Source: an optimization exercise on an open RTL-to-GDS flow (aim: small area). Production flows keep margins and buffers that such runs may drop. Function was checked by simulation only, so behaviour that the tests miss may differ from the original. The flow treats the clock pin as an ideal source, which a real chip does not have. Power figures rest on the tool's default switching activity, not on a simulated workload.

`design/flow/constraint.sdc`:
```
create_clock -name core_clock -period 6.0 [get_ports {clock}]
set_input_delay 1.2000 -clock core_clock [delete_from_list [all_inputs] [get_ports {clock}]]
set_output_delay 1.2000 -clock core_clock [all_outputs]
set_load 0.01 [all_outputs]
```
`design/flow/standard.sh`:
```
#!/bin/bash
# synth_recipe.tcl (not shown) runs the flow's synth.tcl, then flattens the netlist and writes it again
# the make line also repeats each setting of config.mk as NAME=value (left out here)
make -C /OpenROAD-flow-scripts/flow DESIGN_CONFIG=/design/flow/config.mk WORK_HOME=/design/flow/orfs CLKGATE_MAP_FILE= SYNTH_SCRIPT=/design/flow/synth_recipe.tcl "${@:-finish}"
```
`design/flow/design.v`:
```
module tensor_interface(
    input               clock,
    input               reset_n,
    input [106:0]       config_in_tdata,
    input               config_in_tvalid,
    output              config_in_tready,
    output [15:0]       ar_addr,
    output reg          ar_valid,
    input               ar_ready,
    input [31:0]        r_data,
    input               r_last,
    input               r_valid,
    output              r_ready,
    output [15:0]       aw_addr,
    output reg          aw_valid,
    input               aw_ready,
    output [31:0]       w_data,
    output              w_last,
    output reg          w_valid,
    input               w_ready,
    input               b_resp,
    input               b_valid,
    output              b_ready,
    output reg [31:0]   out_data,
    output reg          out_last,
    output reg          out_valid,
    input               out_ready
);
localparam [2:0] S_IDLE = 3'd0,
                 S_AR   = 3'd1,
                 S_R1   = 3'd2,    
                 S_R    = 3'd3,
                 S_AW   = 3'd4,
                 S_W1   = 3'd5,    
                 S_W    = 3'd6,
                 S_B    = 3'd7;
reg [2:0]  state, next_state;
reg        flag;          
reg [15:0] wr_left;       
reg [10:0] wr_base;
reg [15:0] addr;          
wire [1:0]  mode = config_in_tdata[106:105];
wire [2:0]  esz  = config_in_tdata[104:102];
wire [39:0] dim  = config_in_tdata[39:0];
wire idle = state == S_IDLE;
wire in_r = state == S_R1 || state == S_R;
wire in_w = state == S_W1 || state == S_W;
wire        sub_d = idle && esz == 3'd7;
wire        a_4d  = idle && (esz == 3'd2 || esz == 3'd5 || esz == 3'd6);
wire        a_8d  = idle && (esz == 3'd3 || esz == 3'd4 || esz == 3'd7);
wire        b_1d  = idle && esz == 3'd5;
wire        b_2d  = idle && (esz == 3'd1 || esz == 3'd6);
wire [18:0] mul_a = ({19{a_4d}} & {dim[16:0], 2'b0}) | ({19{a_8d}} & {dim[15:0], 3'b0}) |
                    ({19{in_w}} & {wr_left, 3'b0});
wire [18:0] mul_b = ({19{b_1d}} & dim[18:0]) | ({19{b_2d}} & {dim[17:0], 1'b0}) |
                    ({19{sub_d}} & ~dim[18:0]) | {{16{in_w}}, 3'b0};
function automatic blk_start(input integer i);
    blk_start = i == 0 || i == 8 || i == 12 || i == 16;
endfunction
genvar gi;
wire [18:0] mul;
wire [18:0] rs, is;        
wire [19:0] rc, ic;        
wire [19:0] bc;            
generate for (gi = 0; gi < 19; gi = gi + 1) begin : g_mul
    wire r_in = gi == 0 ? sub_d : blk_start(gi) ? 1'b0 : rc[gi];
    wire i_in = blk_start(gi) ? 1'b1 : ic[gi];
    assign rs[gi]   = mul_a[gi] ^ mul_b[gi] ^ r_in;
    assign rc[gi+1] = (mul_a[gi] & mul_b[gi]) | (r_in & (mul_a[gi] ^ mul_b[gi]));
    assign is[gi]   = rs[gi] ^ i_in;
    assign ic[gi+1] = rs[gi] & i_in;
    if (gi == 0)
        assign bc[gi] = 1'b0;
    else if (blk_start(gi))
        assign bc[gi] = rc[gi] | (bc[gi-1] & ic[gi]);
    else
        assign bc[gi] = bc[gi-1];
    assign mul[gi] = bc[gi] ? is[gi] : rs[gi];
end endgenerate
wire [15:0] addr_inc;
wire [16:0] addr_c;
assign addr_c[0] = 1'b1;
generate for (gi = 0; gi < 16; gi = gi + 1) begin : g_inc
    assign addr_inc[gi] = addr[gi] ^ addr_c[gi];
    assign addr_c[gi+1] = addr[gi] & addr_c[gi];
end endgenerate
always @(*) begin
    case (state)
        S_IDLE: next_state = !config_in_tvalid ? S_IDLE :
                             mode == 2'd1 ? S_AW :
                             mode[1] ? S_AR : S_IDLE;
        S_AR:   next_state = ar_ready ? S_R1 : S_AR;
        S_R1,
        S_R:    next_state = (r_valid && r_last) ? (flag ? S_AW : S_IDLE) : S_R;
        S_AW:   next_state = aw_ready ? S_W1 : S_AW;
        S_W1,
        S_W:    next_state = (w_ready && flag && wr_left == 16'd1) ? S_B : S_W;
        default: next_state = (b_valid && b_resp) ? S_IDLE : S_B;
    endcase
end
always @(posedge clock) begin
    if (!reset_n) state <= S_IDLE;
    else          state <= next_state;
end
always @(posedge clock) begin
    if (state == S_IDLE) begin
        flag       <= mode[0];
        wr_base    <= config_in_tdata[50:40];
    end
    if (state == S_AW) flag <= |wr_left;
    if (idle || in_w) wr_left <= mul[18:3];
    case (state)
        S_IDLE:     addr <= {5'd0, config_in_tdata[101:91]};
        S_AW:       addr <= {5'd0, wr_base};
        S_R, S_W:   addr <= addr_inc;
        default:    ;
    endcase
    ar_valid <= (state == S_AR && ar_ready) || (in_r && r_valid);
    aw_valid <= (state == S_AW && aw_ready) || (in_w && w_ready);
    if (in_r) begin
        out_data  <= r_data;
        out_valid <= r_valid;
        out_last  <= r_last;
    end
    if (in_w && w_ready) w_valid <= 1'b1;
    if (!reset_n) begin
        out_valid <= 1'b0;
        w_valid   <= 1'b0;
    end
end
assign ar_addr          = addr;
assign aw_addr          = addr;
assign w_data           = 32'd0;
assign w_last           = 1'b0;
assign b_ready          = state == S_B;
assign r_ready          = out_ready && in_r;
assign config_in_tready = state == S_IDLE;
endmodule
```
`design/flow/flow/fix_clk.tcl`:
```
# After clock tree synthesis:
#  1. make every clkbuf_4 that drives 11 or more clock sinks a clkbuf_8, so
#     that the flip-flop clock pins keep a low slew;
#  2. try each buf_4 that placement's repair inserted as a buf_2 or buf_1,
#     and keep the smaller cell only when timing still has margin and there
#     is no slew or capacitance violation;
# then legalize the placement again.
set results $::env(RESULTS)
set platform $::env(FLOW_HOME)/platforms/sky130hd
read_liberty $platform/lib/sky130_fd_sc_hd__tt_025C_1v80.lib
read_db $results/4_cts.odb
read_sdc $results/4_cts.sdc
source $platform/setRC.tcl
set_propagated_clock [all_clocks]
set db [ord::get_db]
set block [ord::get_db_block]

foreach inst [$block getInsts] {
  if {[[$inst getMaster] getName] ne "sky130_fd_sc_hd__clkbuf_4"} { continue }
  set net [[$inst findITerm X] getNet]
  set n [expr {[llength [$net getITerms]] - 1}]
  if {$n >= 11} {
    puts "upsize [$inst getName] ($n sinks)"
    replace_cell [get_cells [$inst getName]] sky130_fd_sc_hd__clkbuf_8
  }
}

estimate_parasitics -placement
proc ok {} {
  return [expr {[sta::max_slew_violation_count] == 0
                && [sta::max_capacitance_violation_count] == 0
                && [sta::worst_slack_cmd max] > 0.4e-9}]
}
puts "before: slack [sta::worst_slack_cmd max] slew [sta::max_slew_violation_count] cap [sta::max_capacitance_violation_count] ok [ok]"
foreach inst [$block getInsts] {
  if {[[$inst getMaster] getName] ne "sky130_fd_sc_hd__buf_4"} { continue }
  set name [$inst getName]
  foreach small {sky130_fd_sc_hd__buf_1 sky130_fd_sc_hd__buf_2} {
    replace_cell [get_cells $name] $small
    estimate_parasitics -placement
    if {[ok]} {
      puts "downsize $name to $small"
      break
    }
    replace_cell [get_cells $name] sky130_fd_sc_hd__buf_4
    estimate_parasitics -placement
  }
}
puts "after: slack [sta::worst_slack_cmd max] ok [ok]"
detailed_placement
check_placement -verbose
write_db $results/4_cts.odb
```
`design/flow/config.mk`:
```
export PLATFORM = sky130hd
export DESIGN_NAME = tensor_interface
export DESIGN_NICKNAME = tensor_interface
export VERILOG_FILES = /design/flow/design.v
export SDC_FILE = /design/flow/constraint.sdc
export NUM_CORES = 4
export LEC_CHECK = 0
export CAP_MARGIN = 20
export CORE_MARGIN = 2
export CORE_UTILIZATION = 40
export SLEW_MARGIN = 20
```
`design/flow/flow/run.sh`:
```
#!/bin/bash
# The standard ORFS layout (standard.sh, the standard flow's own synthesis and steps),
# with changes to the cells the flow picks:
#  - the port buffers are sky130_fd_sc_hd__buf_1 (buffer_ports -buffer_cell)
#    instead of the delay-cell buffer buffer_ports picks by itself;
#  - clock tree synthesis builds from clkbuf_4 and adds no dummy loads;
#    after it, fix_clk.tcl makes the leaf clock buffers with many sinks
#    clkbuf_8 so that the flip-flop clock pins keep a low slew.
# Each run's full output goes to a log here (cts.log, fix_clk.log,
# finish.log); ORFS also keeps its per-step logs under orfs/logs.
set -euo pipefail
export BUFFER_PORTS_ARGS="-buffer_cell sky130_fd_sc_hd__buf_1"
export CTS_ARGS="-sink_clustering_enable -repair_clock_nets -dont_use_dummy_load -buf_list sky130_fd_sc_hd__clkbuf_4"
bash standard.sh cts > cts.log 2>&1
RESULTS=orfs/results/sky130hd/tensor_interface/base \
  openroad -no_init -exit flow/fix_clk.tcl > fix_clk.log 2>&1
bash standard.sh > finish.log 2>&1
```
==> results.env, run 1 <==
ROOT_BUFFER='clkbuf_4'
DRV.MAX_CAP_VIOLATION_COUNT=0
LAYOUT_WORST_PATH_CYCLE_SHARE=0.924
NETLIST_INSTANCES=396
POST-SYNTH-TOP-AREA-FRACTION=0.491
AREA_DELTA_SYNTH_FINAL_PCT=12.7
GRT_START_MAX_NET_PINS=37
GR-USAGE-ALL-LAYERS=0.161
POSTCTSRESIZEDCELLS=0
TIMING.SLEW.HEADROOM=0.346
FLOORPLAN.ROWS=39
HOLD_WC_PATH_TYPE='flop to flop'
LAYOUT.CORE_UTILIZATION=0.463
SHARE_COMB_OF_TOTAL_POWER=0.234
DRTPASS1ITERATIONS=5
CTSHOLDBUFFERS=0
REMAINING_DRC_ERRORS=0
HOLD_WS_NS=0.477
SYN-CELL-AREA_SQ_MM=0.00471
CTSLONGESTPATHBUFFERS=2
NETLIST-CELL-TYPE-COUNT=49
REPORT.POWER.TOTAL_uW=1390
WORST-SETUP-PATH-TYPE='flop to flop'
RUN_STATUS='complete, no violations'
GRT_REMAINING_OVERFLOW=0
CRITICAL_PATH_PEAK_FANOUT=17
CTS.SINKS=84
FMAXACHIEVABLE_GHz=0.180
CTS_TREE='done'
PIN_COUNT=255
FIN_CRIT_NS=5.54
AVERAGE_INSTANCE_AREA_AFTER_SYNTHESIS_SQ_UM=11.9
SYNTH-SEQ-CELLS=84
HTREE_NUM_LEVELS=3
CRIT_PATH_CELL_TRACE='buf_2 -> or3_1 -> inv_2 -> and2_1 -> buf_1 -> o21bai_1 -> a31oi_1 -> fa_1 -> fa_1 -> fa_1 -> fa_1 -> inv_1 -> fa_1 -> a21boi_1 -> o21ai_0 -> buf_1 -> nand2_1 -> xnor3_1 -> xnor2_1'
DIE_Y_EXTENT_UM=113
MAX-VDD-IR-DROP_mV=0.111
SYNTH-ASYNC-RESET-RATIO=0
FINAL-SETUP-VIOL-COUNT=0
REGISTER_CLOCK_PIN_SLEW_ON_THE_REPORTED_WORST_SETUP_AND_HOLD_PATHS_NS=0.10
GRT_ANTENNA_BEFORE_REPAIR=0
DP.FINAL_HPWL_UM=7870
STATIC-LEAKAGE-POWER_uW=0.00205
YOSYS-TOP-CELLS-AREA='edfxtp_1 49%, buf_4 7.8%, ha_1 6.6%, fa_1 5.1%, a222oi_1 3.4%'
REPORT.FINAL.SLEW_VIOL_COUNT=0
FINALHOLDVIOLCOUNT=0
FRACTION_OF_POWER_CONSUMED_BY_SEQUENTIAL_LOGIC=0.575
SYNTH-EDFF-COUNT=77
SYNTH_FLOP_CELL='edfxtp_1'
CRITICAL_PATH.N_BUFFERS_INVERTERS=5
POSTROUTEWIRELENGTH_UM=10300
LEADING_AREA_CONTRIBUTOR_AFTER_SYNTHESIS='edfxtp_1'
WP_DATA_REQUIRED_NS=6.18
DETAILEDROUTE.FIRSTITERATIONVIOLATIONS=219
DRIVE_GT1_FRAC=0.0478
WORST_SLEW_PIN_SLEW_NS=0.980
CRIT_PATH_END_KIND='flop'
UNREPAIRED_SETUP_ENDPOINTS_AFTER_GLOBAL_ROUTING='no'
SETUP_TNS_NS=0
P_SW_uW=426
INITIAL_CORE_UTIL=0.411
FIRST_GLOBAL_VIAS=3224
CTS_BUFS_INSERTED=9
ANT_NETS=0
CLOCK_LATENCY_LATE_SINK_NS=0.43
PATH_COMMON_CELL='fa_1'
SETUP.WORST_PATH.START_CLASS='flop'
DELAY_OF_THE_SLOWEST_CELL_ON_THE_WORST_PATH_NS=0.58
CP_DATA_ARRIVAL_TIME_NS=5.72
SWITCHING_FRACTION=0.306
DIE_WIDTH_UM=113
FIRST_PASS_GRT_WIRE_LENGTH_UM=16100
P_PER_AREA_mW_PER_MM2=262
WL_PER_CELL_UM=15.0
PLACE_CONGESTION=0.804
BUFFER_PORTS.INSERTED=160
WORST_PATH_DOMINANT_CELL_FAMILY='adder cells'
YOSYS_WARNINGS=1
CLKPWRFRAC=0.191
POST_DETAILED_ROUTE_VIA_TO_CELL_RATIO=5.01
DIEAREA_SQ_MM=0.0127
WORST_CLOCK_SKEW_NS=0.0343
PLACEABLE_CORE_REGION_SQ_MM=0.0115
CTS_SETUP_BUFFERS=0
LAYOUT.NETS=733
SYNTH_SEQUENTIAL_AREA_RATIO=0.521
CP_SLOWEST_CELL='buf_1'
ROUTE.VIAS.TOTAL=3450
CELLINTERNALPOWER_uW=966
## metal layers
layer,track usage,wire [um],up-vias
li1,-,-,1679
met1,0.203,4280,1601
met2,0.267,4960,154
met3,0.0416,917,16
met4,0.0650,147,0
met5,0,0,-
## layout by cell type, fill, tap and decap left out, drive strengths merged, types with 2 or more instances in the layout
| cell | instances |
|---|---|
| xor2 | 4 |
| nand3 | 2 |
| a21oi | 14 |
| buf | 172 |
| mux2 | 7 |
| inv | 22 |
| and3 | 6 |
| nor4 | 3 |
| ha | 25 |
| o22ai | 11 |
| nor2b | 3 |
| nand4 | 2 |
| nor2 | 31 |
| nand2 | 39 |
| dfxtp | 7 |
| conb | 33 |
| o2111ai | 8 |
| a222oi | 16 |
| and2 | 4 |
| clkbuf | 9 |
| o21ai | 7 |
| edfxtp | 77 |
| o211ai | 8 |
| o21a | 2 |
| fa | 12 |
| or3b | 2 |
| xnor2 | 3 |
## flip-flops by register name, indices dropped and copies added (netlist names), 3 cells and up
name      count
addr         16
wr_left      16
state         3
out_data     32
wr_base      11
## cell type report
type	instances	area [sq um]
fillers	1085	6160
flip-flops and latches	84	2450
multi-input cells	257	1860
repair buffers	172	648
well taps	143	179
clock buffers	9	86.3
inverters	22	82.6
diodes	1	2.50
## cells by family after synthesis
| kind of cell | count (synthesis) | share of synthesized area |
|---|---|---|
| AND/OR/NAND/NOR | 97 | 0.0938 |
| buffers and inverters | 87 | 0.112 |
| XOR/XNOR | 8 | 0.0194 |
| multiplexers | 8 | 0.0189 |
| flip-flops | 84 | 0.521 |
| AO/OA/AOI/OAI | 74 | 0.117 |
| other | 1 | 0.000796 |
| adder cells (fa/ha/maj) | 37 | 0.117 |
## worst paths after layout
kind              startpoint     endpoint  slack, ns  cells after the start
setup / recovery    state[0]  wr_left[15]       0.46                     19
hold / removal       w_valid      w_valid       0.48                      1
setup reg to reg    state[0]  wr_left[15]       0.46                     19
hold reg to reg      w_valid      w_valid       0.48                      1
## through the flow
stage               area, sq um  setup slack [ns]  cells
floorplan                  4830             0.241    428
global placement           5260             0.388    678
detailed placement         5260             0.369    678
CTS                        5330             0.828    687
global route               5310             0.149    687
finish                     5310             0.459    688
## synth_stat cells (2+ instances only)
cell       count
buf_6          2
xnor2_1        3
o21ai_0        7
o21a_1         2
ha_1          25
buf_2          2
a21oi_1       13
and3_1         6
o2111ai_1      8
a222oi_1      16
fa_1          12
nor2b_1        3
clkbuf_1      12
edfxtp_1      77
xor2_1         3
o211ai_1       8
nand3_1        2
nor4_1         3
o22ai_1       11
buf_4         49
nor2_1        31
inv_1         21
dfxtp_1        7
mux2_2         7
nand4_1        2
nand2_1       39
and2_1         3
## power by group through the flow
stage                     clock network (uW)  logic (uW)  registers (uW)
after floorplan                            0         245             810
after global placement                     0         328             810
after detailed placement                   0         336             813
after CTS                                256         336             800
after global routing                     303         374             809
final                                    267         325             800
==> run 2, diff against run 1 <==
--- a/design/flow/flow/fix_clk.tcl
+++ b/design/flow/flow/fix_clk.tcl
@@ -1,9 +1,10 @@
 # After clock tree synthesis:
 #  1. make every clkbuf_4 that drives 11 or more clock sinks a clkbuf_8, so
 #     that the flip-flop clock pins keep a low slew;
-#  2. try each buf_4 that placement's repair inserted as a buf_2 or buf_1,
-#     and keep the smaller cell only when timing still has margin and there
-#     is no slew or capacitance violation;
+#  2. try each logic cell and buffer (not the port buffers, ties or clock
+#     cells) in its smaller drive strengths, and keep a smaller cell only
+#     when timing still has margin and there is no slew or capacitance
+#     violation;
 # then legalize the placement again.
 set results $::env(RESULTS)
 set platform $::env(FLOW_HOME)/platforms/sky130hd
@@ -32,17 +33,35 @@
                 && [sta::worst_slack_cmd max] > 0.4e-9}]
 }
 puts "before: slack [sta::worst_slack_cmd max] slew [sta::max_slew_violation_count] cap [sta::max_capacitance_violation_count] ok [ok]"
+# smaller drive strengths of each cell, by cell name without its _N suffix
+set smaller_of [dict create]
+foreach lib [$db getLibs] {
+  foreach m [$lib getMasters] {
+    if {[regexp {^(.*)_(\d+)$} [$m getName] -> base num]} {
+      dict lappend smaller_of $base [list $num [$m getName]]
+    }
+  }
+}
 foreach inst [$block getInsts] {
-  if {[[$inst getMaster] getName] ne "sky130_fd_sc_hd__buf_4"} { continue }
   set name [$inst getName]
-  foreach small {sky130_fd_sc_hd__buf_1 sky130_fd_sc_hd__buf_2} {
+  set master [[$inst getMaster] getName]
+  if {[regexp {^(input|output)} $name]} { continue }
+  if {[regexp {clkbuf|clkinv|conb|tap|fill|decap|__df|__edf} $master]} { continue }
+  if {![regexp {^(.*)_(\d+)$} $master -> base num]} { continue }
+  set tries {}
+  foreach c [lsort -integer -index 0 [dict get $smaller_of $base]] {
+    if {[lindex $c 0] < $num && [get_lib_cells -quiet [lindex $c 1]] ne ""} {
+      lappend tries [lindex $c 1]
+    }
+  }
+  foreach small $tries {
     replace_cell [get_cells $name] $small
     estimate_parasitics -placement
     if {[ok]} {
-      puts "downsize $name to $small"
+      puts "downsize $name from $master to $small"
       break
     }
-    replace_cell [get_cells $name] sky130_fd_sc_hd__buf_4
+    replace_cell [get_cells $name] $master
     estimate_parasitics -placement
   }
 }
==> results.env, run 2 <==
RUN_STATUS='complete, no violations'
AVERAGE_INSTANCE_AREA_AFTER_SYNTHESIS_SQ_UM=11.9
CTS_TREE='done'
AREA_DELTA_SYNTH_FINAL_PCT=12.4
POSTCTSRESIZEDCELLS=0
WORST_SLEW_PIN_SLEW_NS=0.977
REPORT.FINAL.SLEW_VIOL_COUNT=0
SYNTH-ASYNC-RESET-RATIO=0
TIMING.SLEW.HEADROOM=0.347
CTSLONGESTPATHBUFFERS=2
ANT_NETS=0
GRT_START_MAX_NET_PINS=37
CTS_BUFS_INSERTED=9
HTREE_NUM_LEVELS=3
CRIT_PATH_CELL_TRACE='buf_1 -> or3b_1 -> a21oi_1 -> buf_1 -> a21oi_1 -> fa_1 -> fa_1 -> fa_1 -> fa_1 -> inv_1 -> fa_1 -> a21boi_0 -> o21ai_0 -> buf_2 -> nand2_1 -> xnor3_1 -> xnor2_1'
SYN-CELL-AREA_SQ_MM=0.00471
FIN_AREA_SQ_MM=0.00530
SETUP.WORST_PATH.START_CLASS='input pin'
DIEAREA_SQ_MM=0.0127
MOST_USED_CELLS_IN_THE_LAYOUT_EXCLUDING_FILL_AND_TAP_CELLS='169 x buf_1, 77 x edfxtp_1, 39 x nand2_1, 33 x conb_1, 31 x nor2_1'
CLOCK_LATENCY_LATE_SINK_NS=0.43
POSTROUTEWIRELENGTH_UM=10300
WORST_CLOCK_SKEW_NS=0.0383
CP_DATA_ARRIVAL_TIME_NS=5.70
DIE_Y_EXTENT_UM=113
WP_DATA_REQUIRED_NS=6.17
DETAILEDROUTE.FIRSTITERATIONVIOLATIONS=196
LARGEST_REGISTER='out_data'
SYNTH-ADDER-AREA-SHARE=0.117
CP_SLOWEST_CELL='buf_1'
GR-USAGE-ALL-LAYERS=0.161
CTS.SINKS=84
INITIAL_CORE_UTIL=0.411
DELAY_OF_THE_SLOWEST_CELL_ON_THE_WORST_PATH_NS=0.62
SYNTH_FLOP_CELL='edfxtp_1'
CRITICAL_PATH_PEAK_FANOUT=16
LARGEST_REGISTERS='out_data: 32 flops, addr: 16 flops, wr_left: 16 flops'
REGISTER_CLOCK_PIN_SLEW_ON_THE_REPORTED_WORST_SETUP_AND_HOLD_PATHS_NS=0.10
HOLD_WC_PATH_TYPE='flop to flop'
YOSYS-TOP-CELLS-AREA='edfxtp_1 49%, buf_4 7.8%, ha_1 6.6%, fa_1 5.1%, a222oi_1 3.4%'
LAYOUT_WORST_PATH_CYCLE_SHARE=0.922
GRT_REMAINING_OVERFLOW=0
STATIC-LEAKAGE-POWER_uW=0.00205
ROOT_BUFFER='clkbuf_4'
MAX_REG_FLOPS=32
LAYOUT.NETS=733
SYNTH-EDFF-COUNT=77
REMAINING_DRC_ERRORS=0
FIRST_GLOBAL_VIAS=3219
NETLIST_INSTANCES=396
FLOORPLAN.ROWS=39
WL_PER_CELL_UM=14.9
CRIT_PATH_END_KIND='flop'
DRTPASS1ITERATIONS=6
BUFFER_PORTS.INSERTED=160
SYNTH_XOR_XNOR_AREA_SHARE=0.0194
GRT_ANTENNA_BEFORE_REPAIR=0
CTSHOLDBUFFERS=0
LEADING_AREA_CONTRIBUTOR_AFTER_SYNTHESIS='edfxtp_1'
PATH_COMMON_CELL='fa_1'
PLACE_CONGESTION=0.804
SYNTH_SEQUENTIAL_AREA_RATIO=0.521
SYNTH.CELLS.MOST_FREQUENT='77 x edfxtp_1, 49 x buf_4, 39 x nand2_1, 31 x nor2_1, 25 x ha_1'
NETLIST-CELL-TYPE-COUNT=49
DP.FINAL_HPWL_UM=7870
FIN_CRIT_NS=5.53
FIRST_PASS_GRT_WIRE_LENGTH_UM=16100
SETUP_TNS_NS=0
PLACEDINSTANCEAREA_SQ_MM=0.00526
MAX-VDD-IR-DROP_mV=0.111
POST_DETAILED_ROUTE_VIA_TO_CELL_RATIO=5.00
FINAL-SETUP-VIOL-COUNT=0
SYNTH_TOP_FAMILY_BY_AREA='adder cells'
FMAXACHIEVABLE_GHz=0.181
DRV.MAX_CAP_VIOLATION_COUNT=0
P_PER_AREA_mW_PER_MM2=261
WORST-SETUP-PATH-TYPE='input pin to flop'
WORST_PATH_DOMINANT_CELL_FAMILY='adder cells'
DRIVE_GT1_FRAC=0.0239
CRITICAL_PATH.N_BUFFERS_INVERTERS=4
ROUTE.VIAS.TOTAL=3442
YOSYS.AREA_SHARE.SIMPLE=0.0938
POST-SYNTH-TOP-COUNT-CELL='edfxtp_1'
MOSTFREQUENTLAYOUTCELL='buf_1'
FINALHOLDVIOLCOUNT=0
YOSYS_WARNINGS=1
POST-SYNTH-TOP-AREA-FRACTION=0.491
DIE_WIDTH_UM=113
PLACEABLE_CORE_REGION_SQ_MM=0.0115
UNREPAIRED_SETUP_ENDPOINTS_AFTER_GLOBAL_ROUTING='no'
CTS_SETUP_BUFFERS=0
PIN_COUNT=255
YOSYS-MUX-AREA-FRACTION=0.0189
SYNTH-SEQ-CELLS=84
SYNTH_COMPOUND_AREA_FRAC=0.117
## run 2: worst paths after layout
kind	from	cells after the start	slack, ns	end
setup / recovery	config_in_tdata[102]	17	0.47	wr_left[15]
hold / removal	w_valid	1	0.48	w_valid
setup reg to reg	state[0]	18	0.52	wr_left[15]
hold reg to reg	w_valid	1	0.48	w_valid
## run 2: power breakdown
| part | switching [uW] | leakage (uW) | internal, uW |
|---|---|---|---|
| Combinational | 199 | 0.00119 | 120 |
| Clock | 173 | 0.0000492 | 91.2 |
| Sequential | 50.3 | 0.000815 | 750 |
| Total | 423 | 0.00205 | 961 |
## run 2: cell families after synthesis
group,Yosys count
multiplexers,8
adder cells (fa/ha/maj),37
AO/OA/AOI/OAI,74
buffers and inverters,87
XOR/XNOR,8
flip-flops,84
AND/OR/NAND/NOR,97
other,1
## run 2: stage by stage
step                       util  setup slack (ns)  hold WS [ns]  power [uW]  std cells
after global placement    0.459             0.388         0.451        1140        678
after detailed placement  0.459             0.369         0.460        1150        678
after CTS                 0.465             0.828         0.485        1390        687
after global routing      0.462             0.186         0.501        1480        687
final                     0.462             0.469         0.478        1380        688
after floorplan               -             0.241         0.509        1050        428
## run 2: layout make-up
class,count,area [sq um]
Multi-Input combinational cell,257,1840
Tap cell,143,179
Antenna cell,1,2.50
Fill cell,1089,6170
Sequential cell,84,2450
Clock buffer,9,86.3
Timing Repair Buffer,172,649
Inverter,22,82.6
## run 2: per-layer routing
| metal | routed length, um | track usage |
|---|---|---|
| met2 | 4930 | 0.267 |
| met5 | 0 | 0 |
| met1 | 4280 | 0.201 |
| met4 | 131 | 0.0650 |
| met3 | 929 | 0.0416 |
## run 2: worst register-to-register path, cell delays in order, from the launching register on
cell and delay, ns:
dfxtp_1 0.31, buf_2 0.18, or3_1 0.45, inv_1 0.41
o21a_1 0.21, buf_1 0.55, a222oi_1 0.19, fa_1 0.46
fa_1 0.46, fa_1 0.46, fa_1 0.42, inv_1 0.09
fa_1 0.19, a21boi_0 0.13, o21ai_0 0.15, buf_2 0.16
nand2_1 0.08, xnor3_1 0.19, xnor2_1 0.13
==> run 3, diff against run 2 <==
==> design/flow/flow/run.sh (replaced) <==
#!/bin/bash
# The standard ORFS layout (standard.sh, the standard flow's own synthesis and steps),
# with changes to the cells the flow picks:
#  - the port buffers are sky130_fd_sc_hd__buf_1 (buffer_ports -buffer_cell)
#    instead of the delay-cell buffer buffer_ports picks by itself;
#  - clock tree synthesis builds from clkbuf_4 and adds no dummy loads;
#  - after clock tree synthesis, fix_clk.tcl makes the leaf clock buffers
#    with many sinks clkbuf_8 (for the flip-flop clock-pin slew) and tries
#    the logic cells in smaller drive strengths, and try_unbuffer.tcl tries
#    removing each buffer that placement's repair inserted; both keep a
#    change only when timing keeps its margin with no slew or capacitance
#    violation.
# Each run's full output goes to a log here (cts.log, fix_clk.log,
# unbuffer.log, finish.log); ORFS also keeps its per-step logs under
# orfs/logs.
set -euo pipefail
export BUFFER_PORTS_ARGS="-buffer_cell sky130_fd_sc_hd__buf_1"
export CTS_ARGS="-sink_clustering_enable -repair_clock_nets -dont_use_dummy_load -buf_list sky130_fd_sc_hd__clkbuf_4"
export RESULTS=orfs/results/sky130hd/tensor_interface/base
bash standard.sh cts > cts.log 2>&1
openroad -no_init -exit flow/fix_clk.tcl > fix_clk.log 2>&1
: > unbuffer.log
for b in $(cat buffers.txt); do
  BUF=$b openroad -no_init -exit flow/try_unbuffer.tcl >> unbuffer.log 2>&1 || true
done
bash standard.sh > finish.log 2>&1
--- a/design/flow/flow/fix_clk.tcl
+++ b/design/flow/flow/fix_clk.tcl
@@ -30,7 +30,7 @@
 proc ok {} {
   return [expr {[sta::max_slew_violation_count] == 0
                 && [sta::max_capacitance_violation_count] == 0
-                && [sta::worst_slack_cmd max] > 0.4e-9}]
+                && [sta::worst_slack_cmd max] > 0.25e-9}]
 }
 puts "before: slack [sta::worst_slack_cmd max] slew [sta::max_slew_violation_count] cap [sta::max_capacitance_violation_count] ok [ok]"
 # smaller drive strengths of each cell, by cell name without its _N suffix
@@ -69,3 +69,12 @@
 detailed_placement
 check_placement -verbose
 write_db $results/4_cts.odb
+# the buffers that placement's repair inserted, for try_unbuffer.tcl
+set f [open buffers.txt w]
+foreach inst [$block getInsts] {
+  if {[regexp {^place} [$inst getName]]
+      && [regexp {__buf_} [[$inst getMaster] getName]]} {
+    puts $f [$inst getName]
+  }
+}
+close $f
==> design/flow/flow/try_unbuffer.tcl (new file) <==
# Remove the buffer named by BUF when timing keeps its margin and there is no
# slew or capacitance violation without it; otherwise leave the design as
# it was.
set results $::env(RESULTS)
set platform $::env(FLOW_HOME)/platforms/sky130hd
read_liberty $platform/lib/sky130_fd_sc_hd__tt_025C_1v80.lib
read_db $results/4_cts.odb
read_sdc $results/4_cts.sdc
source $platform/setRC.tcl
set_propagated_clock [all_clocks]
remove_buffers [get_cells $::env(BUF)]
estimate_parasitics -placement
set slack [sta::worst_slack_cmd max]
set slew [sta::max_slew_violation_count]
set cap [sta::max_capacitance_violation_count]
if {$slew == 0 && $cap == 0 && $slack > 0.25e-9} {
  puts "removed $::env(BUF): slack $slack"
  write_db $results/4_cts.odb
} else {
  puts "kept $::env(BUF): slack $slack slew $slew cap $cap"
}
==> results.env, run 3 <==
PLACE_CONGESTION=0.804
CRIT_PATH_CELL_TRACE='or3_1 -> inv_1 -> o21a_1 -> and2_0 -> ha_1 -> a31oi_1 -> fa_1 -> fa_1 -> fa_1 -> fa_1 -> inv_1 -> fa_1 -> a21boi_0 -> o21ai_0 -> buf_2 -> nand2_1 -> xnor3_1 -> xnor2_1'
SYNTH-SEQ-CELLS=84
WORST_CLOCK_SKEW_NS=0.0372
CP_DATA_ARRIVAL_TIME_NS=5.73
MAX-VDD-IR-DROP_mV=0.111
PATH_COMMON_CELL='fa_1'
MAX_REG_FLOPS=32
WL_PER_CELL_UM=15.1
CTSHOLDBUFFERS=0
DELAY_OF_THE_SLOWEST_CELL_ON_THE_WORST_PATH_NS=0.60
P_PER_AREA_mW_PER_MM2=262
HTREE_NUM_LEVELS=3
CP_SLOWEST_CELL='o21a_1'
YOSYS_WARNINGS=1
LAYOUT.NETS=728
PIN_COUNT=255
REMAINING_DRC_ERRORS=0
GRT_REMAINING_OVERFLOW=0
WORST_PATH_DOMINANT_CELL_FAMILY='adder cells'
CTS_SETUP_BUFFERS=0
FIRST_GLOBAL_VIAS=3188
DIE_WIDTH_UM=113
STATIC-LEAKAGE-POWER_uW=0.00204
FIN_CRIT_NS=5.56
CTS.SINKS=84
UNREPAIRED_SETUP_ENDPOINTS_AFTER_GLOBAL_ROUTING='no'
AREA_DELTA_SYNTH_FINAL_PCT=12.1
WORST-SETUP-PATH-TYPE='flop to flop'
SYNTH_SEQUENTIAL_AREA_RATIO=0.521
RUN_STATUS='complete, no violations'
CTS_BUFS_INSERTED=9
DIE_Y_EXTENT_UM=113
SYNTH_FLOP_CELL='edfxtp_1'
SYN-CELL-AREA_SQ_MM=0.00471
CTSLONGESTPATHBUFFERS=2
SYNTH.CELLS.MOST_FREQUENT='77 x edfxtp_1, 49 x buf_4, 39 x nand2_1, 31 x nor2_1, 25 x ha_1'
WORST-R2R-SETUP-SLACK_NS=0.44
SYNTH-ASYNC-RESET-RATIO=0
CRIT_PATH_END_KIND='flop'
DP.FINAL_HPWL_UM=7870
CTS_TREE='done'
AVERAGE_INSTANCE_AREA_AFTER_SYNTHESIS_SQ_UM=11.9
FINALHOLDVIOLCOUNT=0
POST-SYNTH-TOP-AREA-FRACTION=0.491
CRITICAL_PATH_PEAK_FANOUT=18
CLOCK_LATENCY_LATE_SINK_NS=0.43
GR-USAGE-ALL-LAYERS=0.161
LARGEST_REGISTERS='out_data: 32 flops, addr: 16 flops, wr_left: 16 flops'
ROOT_BUFFER='clkbuf_4'
ANT_NETS=0
ROUTE.VIAS.TOTAL=3440
FIRST_PASS_GRT_WIRE_LENGTH_UM=16000
FINAL-SETUP-VIOL-COUNT=0
YOSYS-TOP-CELLS-AREA='edfxtp_1 49%, buf_4 7.8%, ha_1 6.6%, fa_1 5.1%, a222oi_1 3.4%'
SYNTH-EDFF-COUNT=77
REGISTER_CLOCK_PIN_SLEW_ON_THE_REPORTED_WORST_SETUP_AND_HOLD_PATHS_NS=0.10
GRT_ANTENNA_BEFORE_REPAIR=0
PLACEABLE_CORE_REGION_SQ_MM=0.0115
CRITICAL_PATH.N_BUFFERS_INVERTERS=3
WORST_SLEW_PIN_SLEW_NS=0.970
SETUP_TNS_NS=0
LAYOUT_WORST_PATH_CYCLE_SHARE=0.927
MOSTFREQUENTLAYOUTCELL='buf_1'
DPL_WORST_SLACK_NS=0.369
FLOORPLAN.ROWS=39
LEADING_AREA_CONTRIBUTOR_AFTER_SYNTHESIS='edfxtp_1'
GRT_START_MAX_NET_PINS=37
WP_DATA_REQUIRED_NS=6.17
TIMING.SLEW.HEADROOM=0.352
DRIVE_GT1_FRAC=0.0241
NETLIST-CELL-TYPE-COUNT=49
NETLIST_INSTANCES=396
HOLD_WC_PATH_TYPE='flop to flop'
DRTPASS1ITERATIONS=7
DIEAREA_SQ_MM=0.0127
DETAILEDROUTE.FIRSTITERATIONVIOLATIONS=262
BUFFER_PORTS.INSERTED=160
POSTROUTEWIRELENGTH_UM=10300
FMAXACHIEVABLE_GHz=0.180
TIMING.FINAL.WS_SETUP_NS=0.440
REPORT.FINAL.SLEW_VIOL_COUNT=0
SETUP.WORST_PATH.START_CLASS='flop'
MOST_USED_CELLS_IN_THE_LAYOUT_EXCLUDING_FILL_AND_TAP_CELLS='165 x buf_1, 77 x edfxtp_1, 39 x nand2_1, 33 x conb_1, 31 x nor2_1'
DRV.MAX_CAP_VIOLATION_COUNT=0
POST-SYNTH-TOP-COUNT-CELL='edfxtp_1'
POSTCTSRESIZEDCELLS=0
LARGEST_REGISTER='out_data'
INITIAL_CORE_UTIL=0.411
POST_DETAILED_ROUTE_VIA_TO_CELL_RATIO=5.04
run 3: cell counts after synthesis:
No cell type changed its count.
run 3: final cells by class:
cell class	count	area, sq um
Timing Repair Buffer	167	629
Inverter	22	82.6
Multi-Input combinational cell	257	1850
Tap cell	143	179
Clock buffer	9	86.3
Fill cell	1086	6190
Antenna cell	1	2.50
Sequential cell	84	2450
run 3: power by group:
group          total [uW]  switching, uW  internal [uW]
Clock                 266            175           91.2
Sequential            806           55.8            750
Combinational         313            194            119
Total                1380            425            960
run 3: worst paths after layout:
check                               from     endpoint  cells past startpoint
worst max-delay path            state[1]  wr_left[15]                     18
worst min-delay path             w_valid      w_valid                      1
worst max register to register  state[1]  wr_left[15]                     18
worst min register to register   w_valid      w_valid                      1
run 3: routing by layer:
layer  global-route usage  part of all wire  vias to the layer above  routed length (um)
met5                    0                 0                        -                   0
met4               0.0634             0.014                        0                 147
met3               0.0416             0.092                       13                 949
met2                0.267              0.48                      168                4940
met1                0.201              0.41                     1592                4270
li1                     -                 -                     1667                   -
run 3: metrics by stage:
| stage | util | cells | hold WS (ns) | power [uW] | instance area, sq um |
|---|---|---|---|---|---|
| 3_5_place_dp | 0.459 | 678 | 0.460 | 1150 | 5260 |
| 2_1_floorplan | - | 428 | 0.509 | 1050 | 4830 |
| 4_1_cts | 0.465 | 687 | 0.485 | 1390 | 5330 |
| 6_report | 0.460 | 683 | 0.477 | 1380 | 5280 |
| 5_1_grt | 0.460 | 682 | 0.501 | 1480 | 5280 |
| 3_3_place_gp | 0.459 | 678 | 0.451 | 1140 | 5260 |
run 3: cells by family (layout without fill, tap and decap cells):
family | Yosys count | after routing | share of synthesized area
buffers and inverters | 87 | 198 | 0.112
AOI/OAI and AO/OA | 74 | 74 | 0.117
xor gates and xnor gates | 8 | 8 | 0.0194
other | 1 | 34 | 0.000796
adders and majority gates | 37 | 37 | 0.117
muxes | 8 | 8 | 0.0189
DFF | 84 | 84 | 0.521
and+or+nand+nor | 97 | 97 | 0.0938
==> run 4, diff against run 3 <==
--- a/design/flow/flow/fix_clk.tcl
+++ b/design/flow/flow/fix_clk.tcl
@@ -30,7 +30,7 @@
 proc ok {} {
   return [expr {[sta::max_slew_violation_count] == 0
                 && [sta::max_capacitance_violation_count] == 0
-                && [sta::worst_slack_cmd max] > 0.25e-9}]
+                && [sta::worst_slack_cmd max] > 0.4e-9}]
 }
 puts "before: slack [sta::worst_slack_cmd max] slew [sta::max_slew_violation_count] cap [sta::max_capacitance_violation_count] ok [ok]"
 # smaller drive strengths of each cell, by cell name without its _N suffix
--- a/design/flow/flow/try_unbuffer.tcl
+++ b/design/flow/flow/try_unbuffer.tcl
@@ -13,7 +13,7 @@
 set slack [sta::worst_slack_cmd max]
 set slew [sta::max_slew_violation_count]
 set cap [sta::max_capacitance_violation_count]
-if {$slew == 0 && $cap == 0 && $slack > 0.25e-9} {
+if {$slew == 0 && $cap == 0 && $slack > 0.4e-9} {
   puts "removed $::env(BUF): slack $slack"
   write_db $results/4_cts.odb
 } else {
==> results.env, run 4 <==
AREA_DELTA_SYNTH_FINAL_PCT=12.2
HOLD_WC_PATH_TYPE='flop to flop'
FIRST_PASS_GRT_WIRE_LENGTH_UM=16000
REMAINING_DRC_ERRORS=0
POST-SYNTH-TOP-COUNT-CELL='edfxtp_1'
WL_PER_CELL_UM=15.0
INITIAL_CORE_UTIL=0.411
CP_SLOWEST_CELL='buf_1'
YOSYS-TOP-CELLS-AREA='edfxtp_1 49%, buf_4 7.8%, ha_1 6.6%, fa_1 5.1%, a222oi_1 3.4%'
MAX-VDD-IR-DROP_mV=0.111
CRITICAL_PATH_PEAK_FANOUT=16
WORST_R2R_PATH_DEPTH=17
CRITICAL_PATH.N_BUFFERS_INVERTERS=4
MOST_USED_CELLS_IN_THE_LAYOUT_EXCLUDING_FILL_AND_TAP_CELLS='167 x buf_1, 77 x edfxtp_1, 39 x nand2_1, 33 x conb_1, 31 x nor2_1'
NETLIST_INSTANCES=396
GR-USAGE-ALL-LAYERS=0.160
FINALHOLDVIOLCOUNT=0
WP_DATA_REQUIRED_NS=6.17
SYNTH_FLOP_CELL='edfxtp_1'
FINAL-SETUP-VIOL-COUNT=0
CRIT_PATH_CELL_TRACE='buf_1 -> or3b_1 -> a21oi_1 -> buf_1 -> a21oi_1 -> fa_1 -> fa_1 -> fa_1 -> fa_1 -> inv_1 -> fa_1 -> a21boi_0 -> o21ai_0 -> buf_2 -> nand2_1 -> xnor3_1 -> xnor2_1'
WORST_SLEW_PIN_SLEW_NS=0.991
CRIT_PATH_END_KIND='flop'
MOSTFREQUENTLAYOUTCELL='buf_1'
FIN_AREA_SQ_MM=0.00528
P_PER_AREA_mW_PER_MM2=262
LARGEST_REGISTER='out_data'
LAYOUT_WORST_PATH_CYCLE_SHARE=0.922
SYNTH_SEQUENTIAL_AREA_RATIO=0.521
WORST_PATH_DOMINANT_CELL_FAMILY='adder cells'
DIE_WIDTH_UM=113
AVERAGE_INSTANCE_AREA_AFTER_SYNTHESIS_SQ_UM=11.9
GRT_ANTENNA_BEFORE_REPAIR=0
GRT_REMAINING_OVERFLOW=0
PLACEABLE_CORE_REGION_SQ_MM=0.0115
STATIC-LEAKAGE-POWER_uW=0.00204
DRTPASS1ITERATIONS=5
PLACE_CONGESTION=0.804
FIRST_GLOBAL_VIAS=3206
CTSHOLDBUFFERS=0
REPORT.FINAL.SLEW_VIOL_COUNT=0
FMAXACHIEVABLE_GHz=0.181
DP.FINAL_HPWL_UM=7870
ROUTE.VIAS.TOTAL=3427
FLOORPLAN.ROWS=39
GRT_START_MAX_NET_PINS=37
MET1WIRELENGTH_UM=4260
CTS_SETUP_BUFFERS=0
NETLIST-CELL-TYPE-COUNT=49
CP_DATA_ARRIVAL_TIME_NS=5.70
TIMING.SLEW.HEADROOM=0.338
SYN-CELL-AREA_SQ_MM=0.00471
SETUP_TNS_NS=0
SETUP.WORST_PATH.START_CLASS='input pin'
HTREE_NUM_LEVELS=3
ROUTE.TOP_LAYER_USED='met4'
BUFFER_PORTS.INSERTED=160
DRV.MAX_CAP_VIOLATION_COUNT=0
POSTCTSRESIZEDCELLS=0
REGISTER_CLOCK_PIN_SLEW_ON_THE_REPORTED_WORST_SETUP_AND_HOLD_PATHS_NS=0.10
ROOT_BUFFER='clkbuf_4'
LARGEST_REGISTERS='out_data: 32 flops, addr: 16 flops, wr_left: 16 flops'
PATH_COMMON_CELL='fa_1'
SYNTH-EDFF-COUNT=77
FIN_CRIT_NS=5.53
CLOCK_LATENCY_LATE_SINK_NS=0.43
WORST-SETUP-PATH-TYPE='input pin to flop'
YOSYS_WARNINGS=1
SYNTH-ASYNC-RESET-RATIO=0
CRIT_CELLS=17
PIN_COUNT=255
FILLCELLCOUNT=1087
POST-SYNTH-TOP-AREA-FRACTION=0.491
DELAY_OF_THE_SLOWEST_CELL_ON_THE_WORST_PATH_NS=0.62
POST_DETAILED_ROUTE_VIA_TO_CELL_RATIO=5.00
CTS_TREE='done'
PLACEDINSTANCEAREA_SQ_MM=0.00526
SYNTH.CELLS.MOST_FREQUENT='77 x edfxtp_1, 49 x buf_4, 39 x nand2_1, 31 x nor2_1, 25 x ha_1'
LAYOUT.NETS=730
ROUTED-WL-MET3_UM=942
DETAILEDROUTE.FIRSTITERATIONVIOLATIONS=226
WORST_CLOCK_SKEW_NS=0.0384
RUN_STATUS='complete, no violations'
POSTROUTEWIRELENGTH_UM=10300
ANT_NETS=0
CTS_BUFS_INSERTED=9
WORSTHOLDPATHCELLS=1
LEADING_AREA_CONTRIBUTOR_AFTER_SYNTHESIS='edfxtp_1'
DRIVE_GT1_FRAC=0.0222
DIEAREA_SQ_MM=0.0127
DIE_Y_EXTENT_UM=113
CTS.SINKS=84
SYNTH-SEQ-CELLS=84
UNREPAIRED_SETUP_ENDPOINTS_AFTER_GLOBAL_ROUTING='no'
MET2_WIRELENGTH_UM=4920
CTSLONGESTPATHBUFFERS=2
MAX_REG_FLOPS=32
run 4: final timing paths:
kind	startpoint	end	slack [ns]
worst min-delay path	w_valid	w_valid	0.48
worst max register to register	state[1]	wr_left[15]	0.51
worst max-delay path	config_in_tdata[102]	wr_left[15]	0.47
worst min register to register	w_valid	w_valid	0.48
run 4: final cells by class:
class,count,area (sq um),area share
clock buffers,9,86.3,0.0163
inverters,22,82.6,0.0156
repair buffers,169,637,0.121
flip-flops and latches,84,2450,0.464
diodes,1,2.50,0.000474
multi-input cells,257,1840,0.349
well taps,143,179,0.0339
run 4: power breakdown:
group	total, uW	switching (uW)	internal [uW]
clock	265	173	91.2
combinational	313	193	120
sequential	806	55.8	750
run 4: cells by family after synthesis:
group,count (synthesis),synth area share
buffers and inverters,87,0.112
AOI/OAI and AO/OA,74,0.117
other,1,0.000796
muxes,8,0.0189
adders and majority gates,37,0.117
and+or+nand+nor,97,0.0938
xor gates and xnor gates,8,0.0194
DFF,84,0.521
run 4: per-stage QoR:
stage                      util  worst slack (ns)  power, uW  hold WS, ns  std cells
after global placement    0.459             0.388       1140        0.451        678
after CTS                 0.465             0.828       1390        0.485        687
after detailed placement  0.459             0.369       1150        0.460        678
after floorplan               -             0.241       1050        0.509        428
final                     0.461             0.469       1380        0.477        685
after global routing      0.460             0.183       1480        0.501        684
run 4: layer usage:
metal	track usage	up-vias
met5	0	-
met4	0.0650	0
met2	0.266	160
li1	-	1671
met1	0.201	1582
met3	0.0416	14

[static timing again, ports no longer ideal]
In the flow no input, the clock included, has a driving cell. The finished layouts below were timed again as built, in two steps.
Step 1 (the two cells are an assumption about what drives the block):
set clk [get_ports {clock}]
set_driving_cell -lib_cell sky130_fd_sc_hd__clkbuf_16 $clk
set_driving_cell -lib_cell sky130_fd_sc_hd__buf_2 [delete_from_list [all_inputs] $clk]
Step 2 adds t to the input delays and takes it off the output delays; t is the mean of the earliest and latest rising clock arrival at the registers after step 1. Input paths then give back, and output paths get back, about the clock's delay inside the block.
a / b / c = no drivers / after step 1 / after step 2; a / b = the first two.
run	t (ns)	slack for setup (ns)	clock arrival spread, ns	pins driven straight from the clock port
run 1	0.441	0.459 / 0.459 / 0.112	0.035 / 0.035	1
run 2	0.441	0.469 / 0.456 / 0.015	0.039 / 0.038	1
run 3	0.445	0.440 / 0.431 / -0.013	0.038 / 0.037	1
run 4	0.441	0.469 / 0.456 / 0.015	0.039 / 0.039	1
With both steps, setup timing fails in run 3, where it was met with ideal ports.
